Context: an optimization exercise on an open-source flow, tuned for a short achievable clock period and few clock cycles. The choices shown serve that exercise and are no tape-out recipe.
Only simulation tests tie the RTL to the original design; equivalence was not proved.

[flow/design.v]
module CHIP(clk,
            rst_n,
            mem_wen_D,
            mem_addr_D,
            mem_wdata_D,
            mem_rdata_D,
            mem_addr_I,
            mem_rdata_I);
    input         clk, rst_n ;
    output        mem_wen_D  ;
    output [31:0] mem_addr_D ;
    output [31:0] mem_wdata_D;
    input  [31:0] mem_rdata_D;
    output [31:0] mem_addr_I ;
    input  [31:0] mem_rdata_I;
    integer i;
    function [5:0] clz32;
        input [31:0] v;
        integer k;
        begin
            clz32 = 6'd32;
            for (k = 0; k < 32; k = k + 1)
                if (v[k]) clz32 = 31 - k;
        end
    endfunction
    reg  [31:0] pc;                  
    reg  [31:0] rf [1:31];           
    reg         x_valid;
    reg  [31:0] x_pc, x_link, x_imm;
    reg  [31:0] x_a, x_b, x_sd;      
    reg         x_fwa, x_fwb;        
    reg  [4:0]  x_rd, x_rs2;
    reg         x_we;
    reg         x_lw, x_sw, x_mul, x_div, x_beq, x_jal, x_jalr;
    reg         x_radd, x_rsub, x_rand, x_ror, x_rxor, x_rslt, x_rsra, x_rsll, x_rpci, x_rlink;
    reg         m_valid;
    reg  [31:0] m_res, m_sd, m_ms, m_mc;
    reg  [4:0]  m_rd;
    reg         m_we, m_lw, m_sw, m_mul, m_sfw;
    reg  [31:0] w_data;
    reg         d_busy;
    reg  [31:0] d_r, d_q;
    reg  [34:0] d_d1, d_d3, d_d5, d_d7;
    reg  [3:0]  d_cnt;
    wire        m_rfwe  = m_valid & m_we & (m_rd != 5'd0);
    wire [31:0] m_prod  = m_ms + m_mc;
    wire [31:0] m_wdata = m_lw ? mem_rdata_D : (m_mul ? m_prod : m_res);
    assign mem_wen_D   = m_valid & m_sw;
    assign mem_addr_D  = m_res;
    assign mem_wdata_D = m_sfw ? w_data : m_sd;
    wire [31:0] ins = mem_rdata_I;
    assign mem_addr_I = pc;
    wire [6:0]  op  = ins[6:0];
    wire [2:0]  f3  = ins[14:12];
    wire [4:0]  f_rs1 = ins[19:15];
    wire [4:0]  f_rs2 = ins[24:20];
    wire [4:0]  f_rd  = ins[11:7];
    wire f_opr  = (op == 7'b0110011);
    wire f_opi  = (op == 7'b0010011);
    wire f_aui  = (op == 7'b0010111);
    wire f_lw   = (op == 7'b0000011);
    wire f_sw   = (op == 7'b0100011);
    wire f_beq  = (op == 7'b1100011);
    wire f_jal  = (op == 7'b1101111);
    wire f_jalr = (op == 7'b1100111);
    wire f_md   = f_opr & ins[25];
    wire f_mul  = f_md & ~f3[2];
    wire f_div  = f_md & f3[2];
    wire f_alur = f_opr & ~ins[25];
    wire f_use1 = f_opr | f_opi | f_lw | f_sw | f_beq | f_jalr;
    wire f_use2 = f_opr | f_beq;
    wire f_useimm = f_opi | f_lw | f_sw | f_jalr;
    wire f_we   = f_opr | f_opi | f_aui | f_lw | f_jal | f_jalr;
    reg [31:0] f_imm;
    always @(*) begin
        if (f_sw)       f_imm = {{20{ins[31]}}, ins[31:25], ins[11:7]};
        else if (f_beq) f_imm = {{20{ins[31]}}, ins[7], ins[30:25], ins[11:8], 1'b0};
        else if (f_jal) f_imm = {{12{ins[31]}}, ins[19:12], ins[20], ins[30:21], 1'b0};
        else if (f_aui) f_imm = {ins[31:12], 12'b0};
        else            f_imm = {{20{ins[31]}}, ins[31:20]};
    end
    wire [31:0] rf1 = (f_rs1 == 5'd0) ? 32'd0 : rf[f_rs1];
    wire [31:0] rf2 = (f_rs2 == 5'd0) ? 32'd0 : rf[f_rs2];
    wire [31:0] f_v1 = (m_rfwe && m_rd == f_rs1) ? m_wdata : rf1;
    wire [31:0] f_v2 = (m_rfwe && m_rd == f_rs2) ? m_wdata : rf2;
    wire x_wr   = x_valid & x_we & (x_rd != 5'd0);
    wire hit1   = x_wr & (x_rd == f_rs1);
    wire hit2   = x_wr & (x_rd == f_rs2);
    wire ld_use = (x_lw | x_mul) & ((f_use1 & hit1) | (f_use2 & hit2));
    wire [31:0] pc4 = pc + 32'd4;
    wire [31:0] a_v = x_fwa ? m_res : x_a;
    wire [31:0] b_v = x_fwb ? m_res : x_b;
    wire [31:0] sum  = a_v + b_v;
    wire [31:0] diff = a_v - b_v;
    wire        slt  = (a_v[31] ^ b_v[31]) ? a_v[31] : diff[31];
    wire [31:0] sra  = $signed(a_v) >>> x_b[4:0];
    wire [31:0] sll  = a_v << x_b[4:0];
    wire [31:0] pci  = x_pc + x_imm;
    wire        eq   = (a_v == b_v);
    wire        redirect = x_valid & (x_jal | x_jalr | (x_beq & eq));
    wire [31:0] target   = x_jalr ? sum : pci;
    wire [31:0] mul_a = a_v;
    wire [31:0] mul_b = b_v;
    wire [31:0] mt_p0 = {32{mul_b[0]}} & {mul_a[31:0]};
    wire [31:0] mt_p1 = {32{mul_b[1]}} & {mul_a[30:0], 1'b0};
    wire [31:0] mt_p2 = {32{mul_b[2]}} & {mul_a[29:0], 2'b0};
    wire [31:0] mt_p3 = {32{mul_b[3]}} & {mul_a[28:0], 3'b0};
    wire [31:0] mt_p4 = {32{mul_b[4]}} & {mul_a[27:0], 4'b0};
    wire [31:0] mt_p5 = {32{mul_b[5]}} & {mul_a[26:0], 5'b0};
    wire [31:0] mt_p6 = {32{mul_b[6]}} & {mul_a[25:0], 6'b0};
    wire [31:0] mt_p7 = {32{mul_b[7]}} & {mul_a[24:0], 7'b0};
    wire [31:0] mt_p8 = {32{mul_b[8]}} & {mul_a[23:0], 8'b0};
    wire [31:0] mt_p9 = {32{mul_b[9]}} & {mul_a[22:0], 9'b0};
    wire [31:0] mt_p10 = {32{mul_b[10]}} & {mul_a[21:0], 10'b0};
    wire [31:0] mt_p11 = {32{mul_b[11]}} & {mul_a[20:0], 11'b0};
    wire [31:0] mt_p12 = {32{mul_b[12]}} & {mul_a[19:0], 12'b0};
    wire [31:0] mt_p13 = {32{mul_b[13]}} & {mul_a[18:0], 13'b0};
    wire [31:0] mt_p14 = {32{mul_b[14]}} & {mul_a[17:0], 14'b0};
    wire [31:0] mt_p15 = {32{mul_b[15]}} & {mul_a[16:0], 15'b0};
    wire [31:0] mt_p16 = {32{mul_b[16]}} & {mul_a[15:0], 16'b0};
    wire [31:0] mt_p17 = {32{mul_b[17]}} & {mul_a[14:0], 17'b0};
    wire [31:0] mt_p18 = {32{mul_b[18]}} & {mul_a[13:0], 18'b0};
    wire [31:0] mt_p19 = {32{mul_b[19]}} & {mul_a[12:0], 19'b0};
    wire [31:0] mt_p20 = {32{mul_b[20]}} & {mul_a[11:0], 20'b0};
    wire [31:0] mt_p21 = {32{mul_b[21]}} & {mul_a[10:0], 21'b0};
    wire [31:0] mt_p22 = {32{mul_b[22]}} & {mul_a[9:0], 22'b0};
    wire [31:0] mt_p23 = {32{mul_b[23]}} & {mul_a[8:0], 23'b0};
    wire [31:0] mt_p24 = {32{mul_b[24]}} & {mul_a[7:0], 24'b0};
    wire [31:0] mt_p25 = {32{mul_b[25]}} & {mul_a[6:0], 25'b0};
    wire [31:0] mt_p26 = {32{mul_b[26]}} & {mul_a[5:0], 26'b0};
    wire [31:0] mt_p27 = {32{mul_b[27]}} & {mul_a[4:0], 27'b0};
    wire [31:0] mt_p28 = {32{mul_b[28]}} & {mul_a[3:0], 28'b0};
    wire [31:0] mt_p29 = {32{mul_b[29]}} & {mul_a[2:0], 29'b0};
    wire [31:0] mt_p30 = {32{mul_b[30]}} & {mul_a[1:0], 30'b0};
    wire [31:0] mt_p31 = {32{mul_b[31]}} & {mul_a[0:0], 31'b0};
    wire [31:0] mt_s0_0 = mt_p0 ^ mt_p1 ^ mt_p2;
    wire [31:0] mt_c0_0 = {((mt_p0[30:0] & mt_p1[30:0]) | (mt_p0[30:0] & mt_p2[30:0]) | (mt_p1[30:0] & mt_p2[30:0])), 1'b0};
    wire [31:0] mt_s0_1 = mt_p3 ^ mt_p4 ^ mt_p5;
    wire [31:0] mt_c0_1 = {((mt_p3[30:0] & mt_p4[30:0]) | (mt_p3[30:0] & mt_p5[30:0]) | (mt_p4[30:0] & mt_p5[30:0])), 1'b0};
    wire [31:0] mt_s0_2 = mt_p6 ^ mt_p7 ^ mt_p8;
    wire [31:0] mt_c0_2 = {((mt_p6[30:0] & mt_p7[30:0]) | (mt_p6[30:0] & mt_p8[30:0]) | (mt_p7[30:0] & mt_p8[30:0])), 1'b0};
    wire [31:0] mt_s0_3 = mt_p9 ^ mt_p10 ^ mt_p11;
    wire [31:0] mt_c0_3 = {((mt_p9[30:0] & mt_p10[30:0]) | (mt_p9[30:0] & mt_p11[30:0]) | (mt_p10[30:0] & mt_p11[30:0])), 1'b0};
    wire [31:0] mt_s0_4 = mt_p12 ^ mt_p13 ^ mt_p14;
    wire [31:0] mt_c0_4 = {((mt_p12[30:0] & mt_p13[30:0]) | (mt_p12[30:0] & mt_p14[30:0]) | (mt_p13[30:0] & mt_p14[30:0])), 1'b0};
    wire [31:0] mt_s0_5 = mt_p15 ^ mt_p16 ^ mt_p17;
    wire [31:0] mt_c0_5 = {((mt_p15[30:0] & mt_p16[30:0]) | (mt_p15[30:0] & mt_p17[30:0]) | (mt_p16[30:0] & mt_p17[30:0])), 1'b0};
    wire [31:0] mt_s0_6 = mt_p18 ^ mt_p19 ^ mt_p20;
    wire [31:0] mt_c0_6 = {((mt_p18[30:0] & mt_p19[30:0]) | (mt_p18[30:0] & mt_p20[30:0]) | (mt_p19[30:0] & mt_p20[30:0])), 1'b0};
    wire [31:0] mt_s0_7 = mt_p21 ^ mt_p22 ^ mt_p23;
    wire [31:0] mt_c0_7 = {((mt_p21[30:0] & mt_p22[30:0]) | (mt_p21[30:0] & mt_p23[30:0]) | (mt_p22[30:0] & mt_p23[30:0])), 1'b0};
    wire [31:0] mt_s0_8 = mt_p24 ^ mt_p25 ^ mt_p26;
    wire [31:0] mt_c0_8 = {((mt_p24[30:0] & mt_p25[30:0]) | (mt_p24[30:0] & mt_p26[30:0]) | (mt_p25[30:0] & mt_p26[30:0])), 1'b0};
    wire [31:0] mt_s0_9 = mt_p27 ^ mt_p28 ^ mt_p29;
    wire [31:0] mt_c0_9 = {((mt_p27[30:0] & mt_p28[30:0]) | (mt_p27[30:0] & mt_p29[30:0]) | (mt_p28[30:0] & mt_p29[30:0])), 1'b0};
    wire [31:0] mt_s1_10 = mt_s0_0 ^ mt_c0_0 ^ mt_s0_1;
    wire [31:0] mt_c1_10 = {((mt_s0_0[30:0] & mt_c0_0[30:0]) | (mt_s0_0[30:0] & mt_s0_1[30:0]) | (mt_c0_0[30:0] & mt_s0_1[30:0])), 1'b0};
    wire [31:0] mt_s1_11 = mt_c0_1 ^ mt_s0_2 ^ mt_c0_2;
    wire [31:0] mt_c1_11 = {((mt_c0_1[30:0] & mt_s0_2[30:0]) | (mt_c0_1[30:0] & mt_c0_2[30:0]) | (mt_s0_2[30:0] & mt_c0_2[30:0])), 1'b0};
    wire [31:0] mt_s1_12 = mt_s0_3 ^ mt_c0_3 ^ mt_s0_4;
    wire [31:0] mt_c1_12 = {((mt_s0_3[30:0] & mt_c0_3[30:0]) | (mt_s0_3[30:0] & mt_s0_4[30:0]) | (mt_c0_3[30:0] & mt_s0_4[30:0])), 1'b0};
    wire [31:0] mt_s1_13 = mt_c0_4 ^ mt_s0_5 ^ mt_c0_5;
    wire [31:0] mt_c1_13 = {((mt_c0_4[30:0] & mt_s0_5[30:0]) | (mt_c0_4[30:0] & mt_c0_5[30:0]) | (mt_s0_5[30:0] & mt_c0_5[30:0])), 1'b0};
    wire [31:0] mt_s1_14 = mt_s0_6 ^ mt_c0_6 ^ mt_s0_7;
    wire [31:0] mt_c1_14 = {((mt_s0_6[30:0] & mt_c0_6[30:0]) | (mt_s0_6[30:0] & mt_s0_7[30:0]) | (mt_c0_6[30:0] & mt_s0_7[30:0])), 1'b0};
    wire [31:0] mt_s1_15 = mt_c0_7 ^ mt_s0_8 ^ mt_c0_8;
    wire [31:0] mt_c1_15 = {((mt_c0_7[30:0] & mt_s0_8[30:0]) | (mt_c0_7[30:0] & mt_c0_8[30:0]) | (mt_s0_8[30:0] & mt_c0_8[30:0])), 1'b0};
    wire [31:0] mt_s1_16 = mt_s0_9 ^ mt_c0_9 ^ mt_p30;
    wire [31:0] mt_c1_16 = {((mt_s0_9[30:0] & mt_c0_9[30:0]) | (mt_s0_9[30:0] & mt_p30[30:0]) | (mt_c0_9[30:0] & mt_p30[30:0])), 1'b0};
    wire [31:0] mt_s2_17 = mt_s1_10 ^ mt_c1_10 ^ mt_s1_11;
    wire [31:0] mt_c2_17 = {((mt_s1_10[30:0] & mt_c1_10[30:0]) | (mt_s1_10[30:0] & mt_s1_11[30:0]) | (mt_c1_10[30:0] & mt_s1_11[30:0])), 1'b0};
    wire [31:0] mt_s2_18 = mt_c1_11 ^ mt_s1_12 ^ mt_c1_12;
    wire [31:0] mt_c2_18 = {((mt_c1_11[30:0] & mt_s1_12[30:0]) | (mt_c1_11[30:0] & mt_c1_12[30:0]) | (mt_s1_12[30:0] & mt_c1_12[30:0])), 1'b0};
    wire [31:0] mt_s2_19 = mt_s1_13 ^ mt_c1_13 ^ mt_s1_14;
    wire [31:0] mt_c2_19 = {((mt_s1_13[30:0] & mt_c1_13[30:0]) | (mt_s1_13[30:0] & mt_s1_14[30:0]) | (mt_c1_13[30:0] & mt_s1_14[30:0])), 1'b0};
    wire [31:0] mt_s2_20 = mt_c1_14 ^ mt_s1_15 ^ mt_c1_15;
    wire [31:0] mt_c2_20 = {((mt_c1_14[30:0] & mt_s1_15[30:0]) | (mt_c1_14[30:0] & mt_c1_15[30:0]) | (mt_s1_15[30:0] & mt_c1_15[30:0])), 1'b0};
    wire [31:0] mt_s2_21 = mt_s1_16 ^ mt_c1_16 ^ mt_p31;
    wire [31:0] mt_c2_21 = {((mt_s1_16[30:0] & mt_c1_16[30:0]) | (mt_s1_16[30:0] & mt_p31[30:0]) | (mt_c1_16[30:0] & mt_p31[30:0])), 1'b0};
    wire [31:0] mt_s3_22 = mt_s2_17 ^ mt_c2_17 ^ mt_s2_18;
    wire [31:0] mt_c3_22 = {((mt_s2_17[30:0] & mt_c2_17[30:0]) | (mt_s2_17[30:0] & mt_s2_18[30:0]) | (mt_c2_17[30:0] & mt_s2_18[30:0])), 1'b0};
    wire [31:0] mt_s3_23 = mt_c2_18 ^ mt_s2_19 ^ mt_c2_19;
    wire [31:0] mt_c3_23 = {((mt_c2_18[30:0] & mt_s2_19[30:0]) | (mt_c2_18[30:0] & mt_c2_19[30:0]) | (mt_s2_19[30:0] & mt_c2_19[30:0])), 1'b0};
    wire [31:0] mt_s3_24 = mt_s2_20 ^ mt_c2_20 ^ mt_s2_21;
    wire [31:0] mt_c3_24 = {((mt_s2_20[30:0] & mt_c2_20[30:0]) | (mt_s2_20[30:0] & mt_s2_21[30:0]) | (mt_c2_20[30:0] & mt_s2_21[30:0])), 1'b0};
    wire [31:0] mt_s4_25 = mt_s3_22 ^ mt_c3_22 ^ mt_s3_23;
    wire [31:0] mt_c4_25 = {((mt_s3_22[30:0] & mt_c3_22[30:0]) | (mt_s3_22[30:0] & mt_s3_23[30:0]) | (mt_c3_22[30:0] & mt_s3_23[30:0])), 1'b0};
    wire [31:0] mt_s4_26 = mt_c3_23 ^ mt_s3_24 ^ mt_c3_24;
    wire [31:0] mt_c4_26 = {((mt_c3_23[30:0] & mt_s3_24[30:0]) | (mt_c3_23[30:0] & mt_c3_24[30:0]) | (mt_s3_24[30:0] & mt_c3_24[30:0])), 1'b0};
    wire [31:0] mt_s5_27 = mt_s4_25 ^ mt_c4_25 ^ mt_s4_26;
    wire [31:0] mt_c5_27 = {((mt_s4_25[30:0] & mt_c4_25[30:0]) | (mt_s4_25[30:0] & mt_s4_26[30:0]) | (mt_c4_25[30:0] & mt_s4_26[30:0])), 1'b0};
    wire [31:0] mt_s6_28 = mt_s5_27 ^ mt_c5_27 ^ mt_c4_26;
    wire [31:0] mt_c6_28 = {((mt_s5_27[30:0] & mt_c5_27[30:0]) | (mt_s5_27[30:0] & mt_c4_26[30:0]) | (mt_c5_27[30:0] & mt_c4_26[30:0])), 1'b0};
    wire [31:0] mt_s7_29 = mt_s6_28 ^ mt_c6_28 ^ mt_c2_21;
    wire [31:0] mt_c7_29 = {((mt_s6_28[30:0] & mt_c6_28[30:0]) | (mt_s6_28[30:0] & mt_c2_21[30:0]) | (mt_c6_28[30:0] & mt_c2_21[30:0])), 1'b0};
    wire [31:0] mt_s = mt_s7_29;
    wire [31:0] mt_c = mt_c7_29;
    wire        dv_zero = (b_v == 32'd0);
    wire        dv_lt   = (a_v < b_v);
    wire        dv_triv = dv_zero | dv_lt;
    wire        dv_start = x_valid & x_div & ~d_busy & ~dv_triv;
    wire [5:0]  clza = clz32(a_v);
    wire [5:0]  clzb = clz32(b_v);
    wire [4:0]  dv_s = clzb[4:0] - clza[4:0];
    reg  [4:0]  dv_low;
    reg  [3:0]  dv_n;
    always @(*) begin
        dv_low = 5'd0; dv_n = 4'd1;
        for (i = 0; i < 32; i = i + 1)
            if (dv_s == i) begin dv_low = (i / 3) * 3; dv_n = i / 3 + 1; end
    end
    wire [34:0] b3 = {3'b0, b_v} + {2'b0, b_v, 1'b0};
    wire [34:0] b5 = {3'b0, b_v} + {1'b0, b_v, 2'b0};
    wire [34:0] b7 = {b_v, 3'b0} - {3'b0, b_v};
    wire [35:0] dr1 = {4'b0, d_r} - {1'b0, d_d1};
    wire [35:0] dr2 = {4'b0, d_r} - {d_d1, 1'b0};
    wire [35:0] dr3 = {4'b0, d_r} - {1'b0, d_d3};
    wire [35:0] dr4 = {4'b0, d_r} - {d_d1[33:0], 2'b0};
    wire [35:0] dr5 = {4'b0, d_r} - {1'b0, d_d5};
    wire [35:0] dr6 = {4'b0, d_r} - {d_d3, 1'b0};
    wire [35:0] dr7 = {4'b0, d_r} - {1'b0, d_d7};
    reg  [2:0]  dq;
    reg  [31:0] dr_n;
    always @(*) begin
        if (!dr7[35])      begin dq = 3'd7; dr_n = dr7[31:0]; end
        else if (!dr6[35]) begin dq = 3'd6; dr_n = dr6[31:0]; end
        else if (!dr5[35]) begin dq = 3'd5; dr_n = dr5[31:0]; end
        else if (!dr4[35]) begin dq = 3'd4; dr_n = dr4[31:0]; end
        else if (!dr3[35]) begin dq = 3'd3; dr_n = dr3[31:0]; end
        else if (!dr2[35]) begin dq = 3'd2; dr_n = dr2[31:0]; end
        else if (!dr1[35]) begin dq = 3'd1; dr_n = dr1[31:0]; end
        else               begin dq = 3'd0; dr_n = d_r;        end
    end
    wire [31:0] dq_n  = {d_q[28:0], dq};
    wire        d_last = d_busy & (d_cnt == 4'd1);
    wire        x_stall = dv_start | (d_busy & ~d_last);
    wire [31:0] div_res = d_busy ? dq_n : (dv_zero ? 32'hffffffff : 32'd0);
    wire [31:0] x_res =
          ({32{x_radd}}  & sum)
        | ({32{x_rsub}}  & diff)
        | ({32{x_rand}}  & (a_v & b_v))
        | ({32{x_ror}}   & (a_v | b_v))
        | ({32{x_rxor}}  & (a_v ^ b_v))
        | ({32{x_rslt}}  & {31'd0, slt})
        | ({32{x_rsra}}  & sra)
        | ({32{x_rsll}}  & sll)
        | ({32{x_rpci}}  & pci)
        | ({32{x_rlink}} & x_link)
        | ({32{x_div}}   & div_res);
    wire x_sfw = (x_rs2 == m_rd) & m_rfwe;
    always @(posedge clk or negedge rst_n) begin
        if (!rst_n) begin
            pc      <= 32'h00010000;
            x_valid <= 1'b0;
            m_valid <= 1'b0;
            d_busy  <= 1'b0;
        end else begin
            if (redirect)                 pc <= target;
            else if (!(x_stall | ld_use)) pc <= pc4;
            if (!x_stall) x_valid <= ~(redirect | ld_use);
            m_valid <= x_valid & ~x_stall;
            if (dv_start)    d_busy <= 1'b1;
            else if (d_last) d_busy <= 1'b0;
        end
    end
    always @(posedge clk) begin
        if (!x_stall) begin
            x_pc   <= pc;
            x_link <= pc4;
            x_imm  <= f_imm;
            x_a    <= f_v1;
            x_b    <= f_useimm ? f_imm : f_v2;
            x_sd   <= f_v2;
            x_fwa  <= hit1;
            x_fwb  <= hit2 & ~f_useimm;
            x_rd   <= f_rd;
            x_rs2  <= f_rs2;
            x_we   <= f_we;
            x_lw   <= f_lw;
            x_sw   <= f_sw;
            x_mul  <= f_mul;
            x_div  <= f_div;
            x_beq  <= f_beq;
            x_jal  <= f_jal;
            x_jalr <= f_jalr;
            x_radd <= (f_alur & (f3 == 3'b000) & ~ins[30]) | (f_opi & (f3 == 3'b000)) | f_lw | f_sw;
            x_rsub <= f_alur & (f3 == 3'b000) & ins[30];
            x_rand <= f_alur & (f3 == 3'b111);
            x_ror  <= f_alur & (f3 == 3'b110);
            x_rxor <= f_alur & (f3 == 3'b100);
            x_rslt <= f_opi & (f3 == 3'b010);
            x_rsra <= f_opi & (f3 == 3'b101);
            x_rsll <= f_opi & (f3 == 3'b001);
            x_rpci <= f_aui;
            x_rlink <= f_jal | f_jalr;
        end
        m_res <= x_res;
        m_sd  <= x_sd;
        m_sfw <= x_sfw;
        m_ms  <= mt_s;
        m_mc  <= mt_c;
        m_rd  <= x_rd;
        m_we  <= x_we;
        m_lw  <= x_lw;
        m_sw  <= x_sw;
        m_mul <= x_mul;
        w_data <= m_wdata;
        if (dv_start) begin
            d_r   <= a_v;
            d_q   <= 32'd0;
            d_d1  <= {3'b0, b_v} << dv_low;
            d_d3  <= b3 << dv_low;
            d_d5  <= b5 << dv_low;
            d_d7  <= b7 << dv_low;
            d_cnt <= dv_n;
        end else if (d_busy) begin
            d_r   <= dr_n;
            d_q   <= dq_n;
            d_d1  <= d_d1 >> 3;
            d_d3  <= d_d3 >> 3;
            d_d5  <= d_d5 >> 3;
            d_d7  <= d_d7 >> 3;
            d_cnt <= d_cnt - 4'd1;
        end
    end
    always @(posedge clk or negedge rst_n) begin
        if (!rst_n) begin
            for (i = 1; i < 32; i = i + 1)
                rf[i] <= (i == 2) ? 32'hbffffff0 : (i == 3) ? 32'h10008000 : 32'd0;
        end else begin
            for (i = 1; i < 32; i = i + 1)
                if (m_rfwe && m_rd == i) rf[i] <= m_wdata;
        end
    end
endmodule
[flow/run.sh]
#!/bin/bash
# synth_recipe.tcl (not shown) runs the flow's synth.tcl, then flattens the netlist and writes it again
# the make line also repeats each setting of config.mk as NAME=value (left out here)
make -C /OpenROAD-flow-scripts/flow DESIGN_CONFIG=/design/flow/config.mk WORK_HOME=/design/flow/orfs CLKGATE_MAP_FILE= SYNTH_SCRIPT=/design/flow/synth_recipe.tcl finish
[flow/config.mk]
export PLATFORM = sky130hd
export DESIGN_NAME = CHIP
export DESIGN_NICKNAME = CHIP
export VERILOG_FILES = /design/flow/design.v
export SDC_FILE = /design/flow/constraint.sdc
export NUM_CORES = 4
export LEC_CHECK = 0
export ABC_CLOCK_PERIOD_IN_PS = 3000
export CAP_MARGIN = 20
export CELL_PAD_IN_SITES_DETAIL_PLACEMENT = 1
export CELL_PAD_IN_SITES_GLOBAL_PLACEMENT = 2
export CORE_MARGIN = 2
export CORE_UTILIZATION = 30
export PLACE_DENSITY = 0.4
export SETUP_SLACK_MARGIN = 0.3
export SLEW_MARGIN = 20
[flow/constraint.sdc]
create_clock -name core_clock -period 13.0 [get_ports {clk}]
set_input_delay 2.6000 -clock core_clock [delete_from_list [all_inputs] [get_ports {clk}]]
set_output_delay 2.6000 -clock core_clock [all_outputs]
set_load 0.01 [all_outputs]
==> results.ini <==
[run_status]
outcome = complete, no violations

[synthesis]
synthesized_netlist_cell_count = 13327
synth_seq_area_share = 0.349
ys_top_cells_by_area = dfrtp_1 (21%), edfxtp_1 (10%), fa_1 (7.2%)
synth-edff-count = 396
flop_and_latch_count_out_of_synthesis = 1613
synth_cell_type_count = 105
yosys_warnings = 34
synth.largest_area_cell = dfrtp_1
synth.top_cells.by_count = nand2_1 (1,626), o21ai_0 (1,516), dfrtp_1 (997)
synth.top_cell.area_share = 0.210
most_frequent_cell_after_synthesis = nand2_1
syn-num-nets = 14403
synth.avg_cell_area_um2 = 8.91
post_synth_instance_area_um2 = 119000
synth_async_sr_flop_share = 0.637
ys_dominant_reg_cell = dfrtp_1

[route]
drt_pass1_iterations = 9
drt-total-wl_mm = 769
post-route-drc-count = 0
detail_route.wl_per_cell_um = 41.2
detailed_route_vias_per_instance = 6.15
detailedRoute.firstIterationViolations = 12197
final_antenna_net_count = 0
detailroute.via_count = 114765

[sta]
unrepaired_setup_endpoints_after_global_routing = no
fin_crit_sh = 0.777
max_freq_mhz = 99.0
fin_tns_setup_ns = 0
slew_viol_final = 0
worst_clock_skew_ns = 0.0906
final_report_hold_violation_count = 0
max_slew_margin = 0.158
finalWorstPathRequiredPeriod_ns = 10.10
final-setup-viol-count = 0
transition_at_the_pin_with_the_smallest_max_transition_slack_ns = 1.25

[cts]
cts.repair_timing.setup_buffer_count = 0
cts.htree.levels = 4
number_of_cts_inserted_buffers = 210
tritoncts = done
clock_slew_at_the_register_clock_pins_of_the_worst_setup_and_hold_paths_ns = 0.07
clockBufferDepth = 4
clk_latency_ns = 0.98
clock_tree.root_cell = clkbuf_16
resized_after_cts = 0
post_cts_hold_buffer_count = 0
cts.sinks = 1613

[placed_design]
gp_routability_congestion = 0.967
placed_cell_area_um2 = 129000
placement.io_buffers = 162
place.detailed.instances = 18233
place.detailed.hpwl_mm = 546

[die]
floorplan.die.width_um = 633
pin_count = 163
vert_die_dim_um = 633
rows = 231
floorplan.initialDensity = 0.301
core_area_um2 = 395000
die_area_um2 = 401000

[worst_setup_path]
crit_family = compound AO/OA/AOI/OAI gates
critical-path-max-stage-delay_ns = 1.05
slowest_stage = o21ai_0
critPathLaunchType = flop
cp-end-kind = flop
timing.critical_path.arrival_ns = 10.81
path_common_cell = o21ai_0
crit_path_start = x_b[4]$_DFFE_PP_
crit_buf_inv = 3
regToRegStartpoint = x_b[4]$_DFFE_PP_
crit_fanout = 95
worstSetupPathType = reg -> reg
crit_required_ns = 13.71

[flow_run]
maxCapViolCount = 0

[final_layout]
share_of_cells_above_drive_strength_1 = 0.0962
finalInstanceArea_um2 = 136000
num-nets-final = 14280
area_growth_pct = 14.3
stdcell_count = 18648
layout.core_utilization = 0.344

[global_route]
grt_overflow_total = 0
grt_antenna_before_repair = 57
grt_max_degree = 158
groute.usage.overall = 0.375
grt_pass1_vias = 116823
grt_pass1_wl_mm = 1040

[worst_hold_path]
timing.hold.worst.class = reg -> reg
worstHoldStart = x_sd[5]$_DFFE_PP_

## per-layer routing
metal | part of all wire | vias up | GRT usage
met5 | 0.00025 | - | 0
met4 | 0.066 | 28 | 0.208
met3 | 0.067 | 1544 | 0.0690
met2 | 0.45 | 5010 | 0.597
met1 | 0.41 | 60185 | 0.478
li1 | - | 47998 | -
## cell type report
cell class	count	area, µm²
fill	45217	259000
multi-input combinational	10018	72400
sequential	1613	41400
tap	5242	6560
clock buffer	287	6020
timing repair buffer	617	5350
inverter	744	2800
clock inverter	101	1080
antenna	26	65.1
## sequential cells by signal, summed over array words and instances, names as in the netlist, 23 cells and up
name / count
d_d1: 35
d_d3: 35
d_d5: 35
d_d7: 35
d_q: 29
d_r: 32
m_mc: 23
m_ms: 32
m_res: 32
m_sd: 32
pc: 32
rf: 992
w_data: 32
x_a: 32
x_b: 32
x_imm: 32
x_link: 32
x_pc: 30
x_sd: 32
## through the flow
step           hold WS (ns)  worst slack, ns
6_report              0.340             2.90
2_1_floorplan         0.323             3.91
3_3_place_gp          0.324             3.05
3_5_place_dp          0.328             3.21
4_1_cts               0.341             3.11
5_1_grt               0.340             2.54
## placed cells by master, fill, tap and decap left out, types with 64 or more instances in the layout
cell type	Yosys	layout
nand4_1	171	171
a22o_1	220	220
o21ai_0	1516	1515
mux2_2	140	140
o21a_1	96	96
nand3_1	209	206
mux2i_1	425	376
a211oi_1	88	86
a22oi_1	487	487
a222oi_1	69	69
o211ai_1	92	92
a21oi_1	636	608
nor3_1	220	215
dfxtp_1	190	186
a221oi_1	261	260
nand2_1	1626	1590
nand2b_1	87	86
nor2_1	929	861
clkbuf_16	0	217
ha_1	582	582
xor2_1	165	163
clkdlybuf4s50_1	0	160
inv_1	724	722
dfrtp_1	997	996
a21o_1	225	224
xnor2_1	332	329
fa_1	428	428
or3_1	67	64
buf_4	15	430
edfxtp_1	396	396
o22ai_1	112	112
## worst reg2reg max path, stage by stage, from the launching register on
cell and delay [ns]:
edfxtp_1 0.33, buf_4 0.58, mux2_2 0.35, buf_4 0.34, clkinv_1 0.70, a21oi_1 0.33, o21ai_0 0.10, a21oi_1 0.19
o21ai_0 0.12, a21oi_1 0.19, o21ai_0 0.10, a21oi_1 0.50, o31ai_1 0.12, a41oi_1 0.25, o21ai_0 0.14, ha_1 0.33
fa_1 0.53, nor2b_1 0.15, o21ai_0 0.08, nand2b_1 0.17, xnor3_1 0.70, and2_1 0.30, o31ai_4 0.49, nand2_8 0.53
o21ai_0 1.17, nand3_1 0.82, o221ai_1 0.30
## path summary, 6_finish.rpt
check | endpoint | slack, ns | cells past startpoint
hold / removal | m_sd[5]$_DFF_P_ | 0.34 | 0
min in group asynchronous | rf[18][18]$_DFFE_PN0P_ | 1.63 | 1
setup / recovery | d_d3[18]$_DFFE_PP_ | 2.90 | 26
hold reg to reg | m_sd[5]$_DFF_P_ | 0.34 | 0
setup reg to reg | d_d3[18]$_DFFE_PP_ | 2.90 | 26
max in group asynchronous | rf[31][21]$_DFFE_PN0P_ | 8.78 | 4
## cells by family (layout without fill, tap and decap cells)
family          count (synthesis)  after routing  synth area share
flops                        1613           1613             0.349
fa+ha+maj                    1010           1010             0.134
xor+xnor                      499            499            0.0371
simple gates                 3589           3589             0.132
buf+inv                      1696           1749            0.0553
other cells                     0             26                 0
compound gates               4314           4314             0.237
mux                           606            606            0.0561
Testbench counts, summed over its fixed seeds: cycles 20,906.

-- separate check: timing with driven ports --
The results above use ideal ports. As a check the final layout listed here was re-extracted and re-timed, cells and wires unchanged.
Step 1 sets driving cells, clkbuf_16 on the clock port and buf_2 on the other inputs (assumed; they add their load-dependent delay and slew).
Step 2 also shifts input and output timing later by t, the mid clock arrival at the registers, as if the neighbouring blocks saw the same clock.
Three values: ideal ports, drivers, drivers and shift; two values: the first two.
t, ns: 1.040
setup slack, ns: 2.900 / 2.900 / 2.900
worst data-port slew with drivers (ns): 0.25
After both steps setup and hold are still met in this run. The setup slack of this run moves by 0.000 ns with the drivers and by 0.000 ns with both steps.
